Source: an optimization exercise on an open RTL-to-GDS flow (aim: small area, a short achievable clock period and few clock cycles). Production flows keep margins and buffers that such runs may drop. At most, simulation tests tie the RTL to the original design; equivalence was not proved. No activity file was given, so power comes from the tool's default toggle rates.

## main
==> flow/design.v (excerpt) <==
module geofence ( clk,reset,X,Y,valid,is_inside);
input clk;
input reset;
input [9:0] X;
input [9:0] Y;
output reg valid;
output reg is_inside;
reg [3:0] cnt;
reg [21:0] q5;           
reg [29:0] q4;           
reg [21:0] q3, q2, q1, q0;   
reg prep;                
reg pass;                
reg two;
reg [3:0] ri;            
reg [2:0] pcnt;          
reg [2:0] rp;            
reg [2:0] cu, cw;        
reg [2:0] pu, pw;        
reg have_u, have_w;
reg [3:0] bcnt;          
reg signed [10:0] ux, uy, wx, wy;
wire [9:0] px = ux[9:0];
wire [9:0] py = uy[9:0];
wire [15:0] m = {wx[4:0], wy};
reg signed [11:0] acc, d;
reg neg;                 
reg done, res;           
function [10:0] sub10;
    input [9:0] a, b;
    reg [10:0] g, p, gn, pn;
    integer l, j;
    begin
        g = {a & ~b, 1'b1};
        p = {~(a ^ b), 1'b0};
        for (l = 1; l < 16; l = l * 2) begin
            for (j = 0; j < 11; j = j + 1) begin
                if (j >= l) begin
                    gn[j] = g[j] | (p[j] & g[j-l]);
                    pn[j] = p[j] & p[j-l];
                end else begin
                    gn[j] = g[j];
                    pn[j] = p[j];
                end
            end
            g = gn;
            p = pn;
        end
        sub10 = {~g[10], ~(a ^ b) ^ g[9:0]};
    end
endfunction
wire signed [10:0] dx = sub10(X, px);
wire signed [10:0] dy = sub10(Y, py);
function neg13;
    input [12:0] a, b;
    reg [11:0] g, p, gn, pn;
    integer l, j;
    begin
        g = a[11:0] & b[11:0];
        p = a[11:0] | b[11:0];
        for (l = 1; l < 12; l = l * 2) begin
            for (j = 0; j < 12; j = j + 1) begin
                if (j >= l) begin
                    gn[j] = g[j] | (p[j] & g[j-l]);
                    pn[j] = p[j] & p[j-l];
                end else begin
                    gn[j] = g[j];
                    pn[j] = p[j];
                end
            end
            g = gn;
            p = pn;
        end
        neg13 = a[12] ^ b[12] ^ g[11];
    end
endfunction
wire signed [10:0] vx = q5[21:11];
wire signed [10:0] vy = q5[10:0];
wire [12:0] x1 = {{2{vx[10]}}, vx};          
wire [12:0] y1 = {{2{vy[10]}}, vy};          
wire [12:0] x2 = {vx[10], vx, 1'b0};         
wire [12:0] y2 = {vy[10], vy, 1'b0};         
wire [7:0] b;
  ...
Size in the first run: about 24 I/O pins.
Settings: LEC_CHECK=0, ABC_AREA=1, CAP_MARGIN=20, CORE_MARGIN=2, CORE_UTILIZATION=60, CTS_BUF_LIST=sky130_fd_sc_hd__clkbuf_16, CTS_CLUSTER_DIAMETER=80, CTS_CLUSTER_SIZE=24, PLACE_DENSITY=0.75, SETUP_SLACK_MARGIN=5.0, SLEW_MARGIN=20; clock period 8.0 ns.
run.sh (not shown) runs the stock make flow with config.mk's settings and CLKGATE_MAP_FILE= SYNTH_SCRIPT=/design/flow/synth_recipe.tcl, a recipe that flattens the netlist after the stock synthesis.
What the feature branch does differently from main at the input level:
--- a/flow/design.v
+++ b/flow/design.v
@@ -3,30 +3,29 @@
 input reset;
 input [9:0] X;
 input [9:0] Y;
 output reg valid;
 output reg is_inside;
 reg [3:0] cnt;
+reg [9:0] px, py;        
 reg [21:0] q5;           
 reg [29:0] q4;           
 reg [21:0] q3, q2, q1, q0;   
+reg [15:0] m;            
 reg prep;                
 reg pass;                
 reg two;
-reg [3:0] ri;            
+reg [15:0] gi;           
 reg [2:0] pcnt;          
 reg [2:0] rp;            
 reg [2:0] cu, cw;        
 reg [2:0] pu, pw;        
 reg have_u, have_w;
 reg [3:0] bcnt;          
 reg signed [10:0] ux, uy, wx, wy;
-wire [9:0] px = ux[9:0];
-wire [9:0] py = uy[9:0];
-wire [15:0] m = {wx[4:0], wy};
-reg signed [11:0] acc, d;
+reg signed [12:0] acc, d;
 reg neg;                 
 reg done, res;           
 function [10:0] sub10;
     input [9:0] a, b;
     reg [10:0] g, p, gn, pn;
     integer l, j;
@@ -98,21 +97,12 @@
             onehot[n+8] = ~c[n] & c[n+1];
         end
         onehot[7] = c[7] & c[0];
         onehot[15] = ~c[7] & ~c[0];
     end
 endfunction
-function [3:0] encode;
-    input [15:0] h;
-    begin
-        encode[0] = h[1] | h[3] | h[5] | h[7] | h[9] | h[11] | h[13] | h[15];
-        encode[1] = h[2] | h[3] | h[6] | h[7] | h[10] | h[11] | h[14] | h[15];
-        encode[2] = h[4] | h[5] | h[6] | h[7] | h[12] | h[13] | h[14] | h[15];
-        encode[3] = |h[15:8];
-    end
-endfunction
 wire [15:0] h4 = onehot(q4[29:22]);
 wire [15:0] h5 = onehot(b);
 genvar k;
 wire [15:0] z = ~m;
 wire [31:0] zz = {z, z};
 wire [15:0] r7, r8;
@@ -132,19 +122,19 @@
     end
 endgenerate
 wire out = |(h5 & outv);
 wire amb = |(h5 & ambv);
 wire lo = |r7[7:0];
 wire [15:0] rs = lo ? {8'd0, r7[7:0]} : r7;
-wire in_i = h4[ri];
-wire in_j = h4[{~ri[3], ri[2:0]}];
+wire in_i = |(h4 & gi);
+wire in_j = |(h4 & {gi[7:0], gi[15:8]});
 wire signed [10:0] qx = q4[21:11];
 wire signed [10:0] qy = q4[10:0];
 wire mdone = (bcnt == 4'd12);
-wire signed [11:0] ta = wy[0] ? ux : 11'sd0;
-wire signed [11:0] tb = wx[0] ? uy : 11'sd0;
+wire signed [12:0] ta = wy[0] ? ux : 11'sd0;
+wire signed [12:0] tb = wx[0] ? uy : 11'sd0;
 wire signed [12:0] sum = (bcnt == 4'd11) ? (acc - d) : (acc + d);
 wire nonneg = ~neg;
 wire slow = (cnt == 4'd8) & ~valid;
 always @(posedge clk or posedge reset) begin
     if (reset) begin
         cnt <= 4'd0;
@@ -161,16 +151,24 @@
                 valid <= 1'b1;
         end else
             cnt <= cnt + 4'd1;
     end
 end
 always @(posedge clk) begin
+    if (cnt == 4'd0) begin
+        px <= X;
+        py <= Y;
+    end
     q5 <= (cnt >= 4'd7) ? q0 : {dx, dy};
     q4 <= {b, q5};
     q3 <= q4[21:0];
     q2 <= q3; q1 <= q2; q0 <= q1;
+    if (cnt == 4'd2)
+        m <= h5;
+    else if ((cnt >= 4'd3) & (cnt <= 4'd7))
+        m <= m | h5;
     if (cnt == 4'd7)
         is_inside <= ~out;
     else if (done)
         is_inside <= res;
 end
 wire pend = ~prep & (pcnt == 3'd6) & mdone;
@@ -186,26 +184,18 @@
             done = lastpair;
     end
 end
 always @(posedge clk) begin
     d <= ta - tb;
     if ((bcnt == 4'd0) | (bcnt >= 4'd11))
-        acc <= 12'sd0;
+        acc <= 13'sd0;
     else
         acc <= sum >>> 1;
 end
 always @(posedge clk) begin
     if (~slow) begin
-        if (cnt == 4'd0) begin
-            ux <= {1'b0, X};
-            uy <= {1'b0, Y};
-        end
-        if (cnt == 4'd2)
-            {wx[4:0], wy} <= h5;
-        else if ((cnt >= 4'd3) & (cnt <= 4'd7))
-            {wx[4:0], wy} <= m | h5;
         prep <= 1'b1;
         pass <= 1'b0;
         pcnt <= 3'd0;
         cu <= 3'd0;
         cw <= 3'd0;
         pu <= 3'd0;
@@ -221,13 +211,13 @@
         end
         if (bcnt == 4'd11)
             neg <= sum[12];
         rp <= (rp == 3'd5) ? 3'd0 : rp + 3'd1;
         if (prep) begin
             rp <= 3'd0;
-            ri <= encode({rs[0], rs[15:1]});
+            gi <= {rs[0], rs[15:1]};
             two <= lo & (|r7[15:8]);
             prep <= 1'b0;
         end else begin
             if ((pcnt == 3'd7) & (rp == 3'd5))
                 pcnt <= 3'd0;
             if (pcnt < 3'd6) begin
@@ -251,13 +241,13 @@
             end
             if (have_u & have_w & (bcnt == 4'd15))
                 bcnt <= 4'd0;
             if (pend) begin
                 if (nonneg) begin
                     pass <= 1'b1;
-                    ri[3] <= ~ri[3];
+                    gi <= {gi[7:0], gi[15:8]};
                     pu <= 3'd0;
                     pw <= 3'd0;
                 end else if (pw == cw - 3'd1) begin
                     pu <= pu + 3'd1;
                     pw <= 3'd0;
                 end else
Notes after the runs:
Lower global-route track usage on met2 was reported by the feature branch, not main. | total clock network power | lower: main |. The power density of the placed cells in the feature branch was lower than what main gave. Relative to main, the routed wire length measured on the feature branch has decreased by a little under 10%. Changes observed in the feature branch relative to main: sequential share of layout area increased by 7.1 points relative to the old numbers; combinational fraction of design power decreased by 9.7 points relative to the old numbers; design area increased by 910 um2 relative to the old numbers. Global-route usage, the feature branch and main, lower one = the feature branch. Switching power total, the feature branch vs main: down by more than 10%. In the tables for the feature branch and main, arrival time of data at the critical path endpoint reads higher with main. Compared with main, the feature branch shows a clock share of power that is 2.4 points higher. Between the feature branch and main, the final-layout clock buffer total is higher for the feature branch. Compared with main, the feature branch shows synthesized cell count that has gone down by a few percent. registers as the group drawing the most power was reported by the feature branch, and combinational logic by main. Re final period demand of the worst path: main was higher than the feature branch.
Testbench counts of the feature branch, summed over its fixed seeds: cycles 7,195.
Only the layout flow was run in main; the RTL was not checked for function there.

Setup of job 3962:
Another version of the RTL of geofence (not shown whole).
Size in the first run: roughly 1400 cells after synthesis, about 24 I/O pins, ~14000 µm² of cells after synthesis.
// geofence
module geofence ( clk,reset,X,Y,valid,is_inside);
input clk;
input reset;
input [9:0] X;
input [9:0] Y;
output reg valid;
output reg is_inside;
localparam PREP = 3'd0, FIRST = 3'd1, USCAN = 3'd2, WSCAN = 3'd3, MULW = 3'd4;
reg [3:0] cnt;
reg [9:0] px, py;        
reg [21:0] q5;           
reg [29:0] q4;           
reg [21:0] q3, q2, q1, q0;   
reg [15:0] m;            
reg [2:0] st;
reg pass;                
reg two;
reg [15:0] gi;           
reg [2:0] pcnt;          
reg [2:0] wcnt;          
reg have_u, have_w, more;
reg [3:0] bcnt;          
reg signed [10:0] ux, uy, wx, wy;
reg signed [12:0] acc, d;
reg neg;                 
reg done, res;           
function [10:0] sub10;
    input [9:0] a, b;
    reg [10:0] g, p, gn, pn;
    integer l, j;
    begin
        g = {a & ~b, 1'b1};
        p = {~(a ^ b), 1'b0};
        for (l = 1; l < 16; l = l * 2) begin
            for (j = 0; j < 11; j = j + 1) begin
                if (j >= l) begin
                    gn[j] = g[j] | (p[j] & g[j-l]);
                    pn[j] = p[j] & p[j-l];
                end else begin
                    gn[j] = g[j];
                    pn[j] = p[j];
                end
            end
            g = gn;
            p = pn;
        end
        sub10 = {~g[10], ~(a ^ b) ^ g[9:0]};
    end
endfunction
wire signed [10:0] dx = sub10(X, px);
wire signed [10:0] dy = sub10(Y, py);
function neg13;
    input [12:0] a, b;
    reg [11:0] g, p, gn, pn;
    integer l, j;
    begin
        g = a[11:0] & b[11:0];
        p = a[11:0] | b[11:0];
        for (l = 1; l < 12; l = l * 2) begin
            for (j = 0; j < 12; j = j + 1) begin
                if (j >= l) begin
                    gn[j] = g[j] | (p[j] & g[j-l]);
                    pn[j] = p[j] & p[j-l];
                end else begin
                    gn[j] = g[j];
                    pn[j] = p[j];
                end
            end
            g = gn;
            p = pn;
        end
        neg13 = a[12] ^ b[12] ^ g[11];
    end
endfunction
wire signed [10:0] vx = q5[21:11];
wire signed [10:0] vy = q5[10:0];
wire [12:0] x1 = {{2{vx[10]}}, vx};          
  ...
clock: 8.0 ns
lec_check: 0
cap_margin: 20
core_margin: 2
core_utilization: 40
cts_buf_list: sky130_fd_sc_hd__clkbuf_16
cts_cluster_diameter: 80
cts_cluster_size: 24
setup_slack_margin: 5.0
slew_margin: 20
Job 3962 ended with every stage complete and zero timing, DRC or antenna violations.
What job 3844 does differently from job 3962 at the input level:
diff --git a/flow/design.v b/flow/design.v
--- a/flow/design.v
+++ b/flow/design.v
@@ -120,29 +120,28 @@
         assign ambv[k] = ~outv[k] & (|r7r[k+9:k+1]);
     end
 endgenerate
 wire out = |(h5 & outv);
 wire amb = |(h5 & ambv);
 wire lo = |r7[7:0];
 wire [15:0] rs = lo ? {8'd0, r7[7:0]} : r7;
 wire in_i = |(h4 & gi);
 wire in_j = |(h4 & {gi[7:0], gi[15:8]});
 wire signed [10:0] qx = q4[21:11];
 wire signed [10:0] qy = q4[10:0];
-wire lastbit = (bcnt == 4'd10);
 wire mdone = (bcnt == 4'd12);
 wire yb = (st == WSCAN) ? qy[0] : wy[0];
 wire xb = (st == WSCAN) ? qx[0] : wx[0];
-wire signed [12:0] ta = (lastbit ? xb : yb) ? (lastbit ? uy : ux) : 11'sd0;
-wire signed [12:0] tb = (lastbit ? yb : xb) ? (lastbit ? ux : uy) : 11'sd0;
-wire signed [12:0] sum = acc + d;
+wire signed [12:0] ta = yb ? ux : 11'sd0;
+wire signed [12:0] tb = xb ? uy : 11'sd0;
+wire signed [12:0] sum = (bcnt == 4'd11) ? (acc - d) : (acc + d);
 wire nonneg = ~neg;
 wire slow = (cnt == 4'd8) & ~valid;
 always @(posedge clk or posedge reset) begin
     if (reset) begin
         cnt <= 4'd0;
         valid <= 1'b0;
     end else begin
         if (cnt == 4'd7) begin
             cnt <= 4'd8;
             valid <= ~amb;
         end else if (cnt == 4'd8) begin
@@ -150,23 +149,23 @@
                 cnt <= 4'd0;
                 valid <= 1'b0;
             end else if (done)
                 valid <= 1'b1;
         end else
             cnt <= cnt + 4'd1;
     end
 end
 task finish_run;
     input outside;
     begin
-        if (outside & two & ~pass) begin
+        if (~outside & two & ~pass) begin
             pass <= 1'b1;
             gi <= {gi[7:0], gi[15:8]};
             st <= FIRST;
             pcnt <= 3'd0;
             have_u <= 1'b0;
             have_w <= 1'b0;
             more <= 1'b0;
             bcnt <= 4'd15;
         end
     end
 endtask
@@ -186,30 +185,31 @@
     if (cnt == 4'd7)
         is_inside <= ~out;
     else if (done)
         is_inside <= res;
 end
 always @(*) begin
     done = 1'b0;
     res = 1'b0;
     if (slow) begin
         case (st)
         FIRST: if ((pcnt == 3'd6) & mdone) begin
-                if (nonneg)
+                if (nonneg) begin
+                    done = ~(two & ~pass);
                     res = 1'b1;
-                if (nonneg | ~more)
-                    done = ~(two & ~pass & ~nonneg);
+                end else if (~more)
+                    done = 1'b1;
             end
-        USCAN: if (pcnt == 3'd6) done = ~(two & ~pass);
+        USCAN: if (pcnt == 3'd6) done = 1'b1;
         MULW: if (mdone & nonneg) begin
-                done = 1'b1;
+                done = ~(two & ~pass);
                 res = 1'b1;
             end
         default: ;
         endcase
     end
 end
 always @(posedge clk) begin
     d <= ta - tb;
     if ((bcnt == 4'd0) | (bcnt >= 4'd11) | (st == WSCAN))
         acc <= 13'sd0;
     else
[summary]
In summary, job 3844 completed successfully, with a layout that passed the timing, DRC and antenna checks. Job 3844 against job 3962: portion of the post-synthesis area used by sequential elements shrank by 1.1 points, area of the mapped netlist grew by 2.0%, clock period minus final worst setup slack shrank by 180 ps. Global routing usage on met2 is lower on job 3962. Going from job 3962 to job 3844, first-pass GRT wire length grew by a little under 10%. Run comparison: job 3844 capturing element of the worst setup path is_inside; job 3962 capturing element of the worst setup path valid. Measured against each other, job 3844 and job 3962 differ in clock-buffer cell count, the lower figure coming from job 3844. From job 3962 to job 3844 the numbers moved as follows: buffers plus inverters on the worst setup path went up 2, wire length reported by the detailed router went up about 6.5%, design area went up 3.7%, fraction of layout cells with a size suffix above 1 went up 2.2 points, placed cell count went up 1.6%. When job 3844 is set beside job 3962, its die outline area turns out to be about 2% larger. Sequential share of layout area: higher on job 3962. Comparing job 3844 and job 3962, the higher cell internal power dissipation is on job 3844.
No run of this note included a check of the RTL's function; only the layout flow was run.

-- afterwards: timing with drivers on the ports --
The results above use ideal ports. As a check the final layouts listed here were re-extracted and re-timed, cells and wires unchanged. Step 1: set_driving_cell puts a clkbuf_16 on clk and a buf_2 on each other input, an assumption about the parent block. Step 2 times the ports against the registers' clock, not the clock port: input delays grow and output delays shrink by t, the midpoint of the rising clock arrivals with the driver on. Three values: ideal, step 1, step 2; two values: the first two.
run | t (ns) | setup slack, ns | worst setup path after step 2 | clock arrival spread, ns | worst data-port slew with drivers (ns)
main | 0.536 | 5.084 / 5.109 / 4.573 | input to register | 0.027 / 0.027 | 0.07
the feature branch | 0.542 | 5.104 / 5.135 / 4.594 | input to register | 0.017 / 0.017 | 0.06
job 3962 | 0.572 | 4.851 / 4.851 / 4.498 | input to register | 0.033 / 0.032 | 0.04
job 3844 | 0.554 | 5.027 / 5.027 / 4.540 | input to register | 0.016 / 0.016 | 0.04
After both steps every run listed still meets setup and hold. The setup slack of main, which loses most, moves by +0.025 ns with the drivers and by -0.511 ns with both steps.
